From an optimization exercise on the open Yosys and OpenROAD flow, aimed at small area and a short achievable clock period; shortcuts taken in it are not production practice.
The RTL was checked by simulation tests, not by an equivalence proof against the original design.
Power and IR drop assume default switching activity.

==> flow/design.v (excerpt) <==
module multiplier_logic (
    input  wire        clk,
    input  wire        rst_n,
    input  wire [15:0] a,
    input  wire [15:0] b,
    output reg  [31:0] y
);
For scale: roughly 1000 cells after synthesis, about 270 flip-flops, roughly 66 I/O pins.
make LEC_CHECK=0 CAP_MARGIN=20 CORE_MARGIN=2 CORE_UTILIZATION=40 CTS_CLUSTER_DIAMETER=60 CTS_CLUSTER_SIZE=40 SETUP_SLACK_MARGIN=2.5 SLEW_MARGIN=20 SYNTH_HIERARCHICAL=1 SYNTH_MINIMUM_KEEP_SIZE=0 finish   # period 4.5 ns
run.sh (not shown) runs the stock make flow with config.mk's settings and CLKGATE_MAP_FILE= SYNTH_SCRIPT=/design/flow/synth_recipe.tcl, a recipe that flattens the netlist after the stock synthesis.
The first run produced a clean layout.
Next try:
Settings changed: CTS_CLUSTER_DIAMETER 60 to unset, CTS_CLUSTER_SIZE 40 to unset, SETUP_SLACK_MARGIN 2.5 to 2.65.
Worst setup slack improved by 0.016 ns; global-route usage increases by 1.6 points; clock power increases by 13%; fmax climbs by 0.82%; non-clock buffer count is higher by 105.
Next try:
Settings changed: ABC_AREA set to 1, SETUP_SLACK_MARGIN 2.65 to 2.5.
After rerunning:
- global-route usage decreases by 0.18 points
- clock skew went up by 0.0041 ns
- wire length went down by 6.9%
- cell area went down by 2.7%
- register-to-register slack loses 0.19 ns
- final cell count is higher by 7.1%
- sequential power decreases by about 4%
- sequential share of layout area climbs by 0.21 points
- clock power went down by about 3%
- utilization is lower by 2.4 points
- clock-buffer cell count drops by 7
Next try:
Settings changed: ABC_AREA 1 to unset, SETUP_SLACK_MARGIN 2.5 to 2.4.
Register-to-register slack improves by 0.12 ns.
Routed wire length falls by roughly a tenth.
Global-route usage falls by 0.98 points.
Cell area falls by a little under a tenth.
Clock power rises by a few percent.

========
Starting RTL as in the previous note.
clock: 4.5 ns
lec_check: 0
cap_margin: 20
core_margin: 2
core_utilization: 40
setup_slack_margin: 2.55
slew_margin: 20
synth_hierarchical: 1
synth_minimum_keep_size: 0
The starting point ran to the end with no violations.
Next try:
- CORE_UTILIZATION: 40 -> 60
- CTS_BUF_LIST: default -> sky130_fd_sc_hd__clkbuf_4 sky130_fd_sc_hd__clkbuf_8
- PLACE_DENSITY: default -> 0.7
- SETUP_SLACK_MARGIN: 2.55 -> 2.5
- The changed run completed without violations
- final cell count shrinks by 9.4%
- global-route usage is higher by 6.6 points
- clock-buffer cell count increases by 31
- power falls by 5.9%
- worst setup slack is worse by 19 ps
Next try:
- CORE_UTILIZATION: 60 -> 55
- CTS_BUF_LIST: sky130_fd_sc_hd__clkbuf_4 sky130_fd_sc_hd__clkbuf_8 -> default
- PLACE_DENSITY: 0.7 -> 0.75
After rerunning: The new run went through all stages and came out clean. Power is higher by about 2%. Area after synthesis is unchanged. Utilization is lower by 5.9 points.

========
Setup of build 30:
Starting RTL as in the previous note.
==> flow/config.mk <==
export PLATFORM = sky130hd
export DESIGN_NAME = multiplier_logic
export DESIGN_NICKNAME = multiplier_logic
export VERILOG_FILES = /design/flow/design.v
export SDC_FILE = /design/flow/constraint.sdc
export NUM_CORES = 4
export LEC_CHECK = 0
export CAP_MARGIN = 20
export CORE_MARGIN = 2
export CORE_UTILIZATION = 40
export SETUP_SLACK_MARGIN = 2.5
export SLEW_MARGIN = 20
export SYNTH_HIERARCHICAL = 1
export SYNTH_MINIMUM_KEEP_SIZE = 0
==> flow/constraint.sdc <==
create_clock -name core_clock -period 4.5 [get_ports {clk}]
set_input_delay 0.9000 -clock core_clock [delete_from_list [all_inputs] [get_ports {clk}]]
set_output_delay 0.9000 -clock core_clock [all_outputs]
set_load 0.01 [all_outputs]
standard.sh (not shown) runs the stock make flow with config.mk's settings and CLKGATE_MAP_FILE= SYNTH_SCRIPT=/design/flow/synth_recipe.tcl, a recipe that flattens the netlist after the stock synthesis.
==> flow/flow/run.sh <==
#!/bin/bash
# Layout: the standard flow (standard.sh), with the port buffers that
# global placement inserts made from plain buf_1 cells instead of the tool's
# default pick; repair_timing still resizes them where timing needs it.
set -euo pipefail
export BUFFER_PORTS_ARGS="-buffer_cell sky130_fd_sc_hd__buf_1"
bash standard.sh > standard_flow.log 2>&1
Build 30 completed; timing, DRC and antenna clean
What build 13 does differently from build 30 at the input level:
- ABC_CLOCK_PERIOD_IN_PS newly set to 1500
==> flow/run.sh (new file) <==
#!/bin/bash
# synth_recipe.tcl (not shown) runs the flow's synth.tcl, then flattens the netlist and writes it again
# the make line also repeats each setting of config.mk as NAME=value (left out here)
make -C /OpenROAD-flow-scripts/flow DESIGN_CONFIG=/design/flow/config.mk WORK_HOME=/design/flow/orfs CLKGATE_MAP_FILE= SYNTH_SCRIPT=/design/flow/synth_recipe.tcl finish
removed: flow/flow/run.sh
removed: flow/standard.sh
Results
- Build 13 ran to completion and came out clean on the timing, DRC and antenna checks.
- Per the comparison of build 13 with build 30, wire length reported by the detailed router went down, utilization after layout has increased, routed length on met3 fell by 530 µm, met1 usage went down 1.1 points, sequential share of layout area -0.22 points.
Inputs modified between build 13 and build 57:
- ABC_CLOCK_PERIOD_IN_PS no longer set, was 1500
- SETUP_SLACK_MARGIN now 2.45, was 2.5
==> comparison <==
The final layout from build 13, which completed every stage, passed the timing, DRC and antenna checks at the end of the flow. Build 57 has completed all stages; timing, DRC and antenna checks passed. For the violation count after the first detailed-route iteration, build 57 came in about 8% lower than build 13 did. Number of nets with antenna violations after detailed routing of build 13 is on par with build 57. Per the comparison of build 57 with build 13, met1 usage in global routing up 0.93 points, final design utilization decreased by 0.40 points relative to the old numbers, cell area lost about 0.8%. The setup slack of build 57 is larger than that of build 13. On switching power of the nets, the higher figure sits with build 13, not build 57.
The following lists how build 16 was set up differently from build 57:
- a change of SETUP_SLACK_MARGIN from 2.45 to 2.5
==> comparison <==
- Build 16 vs. build 57: minimum clock period went up by 0.011 ns, number of logic stages on the critical path including buffering went up, relative contribution of the clock network to total power now sits higher, global-route usage fell 0.52 points, die area barely changed.
Input-level comparison between build 84 and build 16:
- SETUP_SLACK_MARGIN: 2.5 -> 2.3
Results
Build 84: all stages complete, timing, DRC and antenna checks passed. Build 84: growth of design area from synthesis to finish 4.2 points below build 16. Area of placed instances: build 16 vs build 84, no meaningful difference. Between build 84 and build 16, it is build 84 whose internal reg-to-reg setup slack is lower, by 0.12 ns. Taking build 84 as 1.0, build 16 lands at 1.06 on total chip power. Build 84 vs build 16 — final critical path time including I/O delays and setup rose 0.12 ns. Higher overall routed net length goes to build 16 over build 84.

==> separate check: timing with driven ports <==
How much do the figures lean on ideal ports? The routed layouts below were timed once more, with nothing changed but the port constraints. Step 1 assumes that a clkbuf_16 drives the clock port and a buf_2 every other input. Step 2 moves the port delays by t, midway between the first and last clock arrival at a register: inputs arrive t later, outputs are due t later. That takes back most of the time a late clock gives input paths. Slacks: no drivers / after step 1 / after step 2; pairs: no drivers / after step 1.
run	t (ns)	setup slack, ns	hold slack, ns
the first run of note 1	0.566	2.503 / 2.497 / 2.110	0.322 / 0.322 / 0.322
the second run of note 1	0.585	2.519 / 2.519 / 2.188	0.323 / 0.323 / 0.323
the third run of note 1	0.578	2.332 / 2.332 / 2.279	0.323 / 0.323 / 0.323
the fourth run of note 1	0.571	2.451 / 2.435 / 1.994	0.325 / 0.325 / 0.325
the first run of note 2	0.577	2.504 / 2.504 / 2.159	0.323 / 0.323 / 0.323
the second run of note 2	0.589	2.485 / 2.485 / 2.161	0.321 / 0.321 / 0.321
the third run of note 2	0.573	2.509 / 2.493 / 2.150	0.328 / 0.328 / 0.328
build 30	0.581	2.448 / 2.448 / 2.374	0.324 / 0.324 / 0.324
build 13	0.589	2.477 / 2.477 / 2.094	0.325 / 0.325 / 0.325
build 57	0.571	2.488 / 2.457 / 1.992	0.321 / 0.321 / 0.321
build 16	0.589	2.477 / 2.477 / 2.094	0.325 / 0.325 / 0.325
build 84	0.574	2.360 / 2.360 / 2.017	0.323 / 0.323 / 0.323
After both steps setup and hold are still met in every run listed. The setup slack of build 57, which loses most, moves by -0.031 ns with the drivers and by -0.496 ns with both steps.
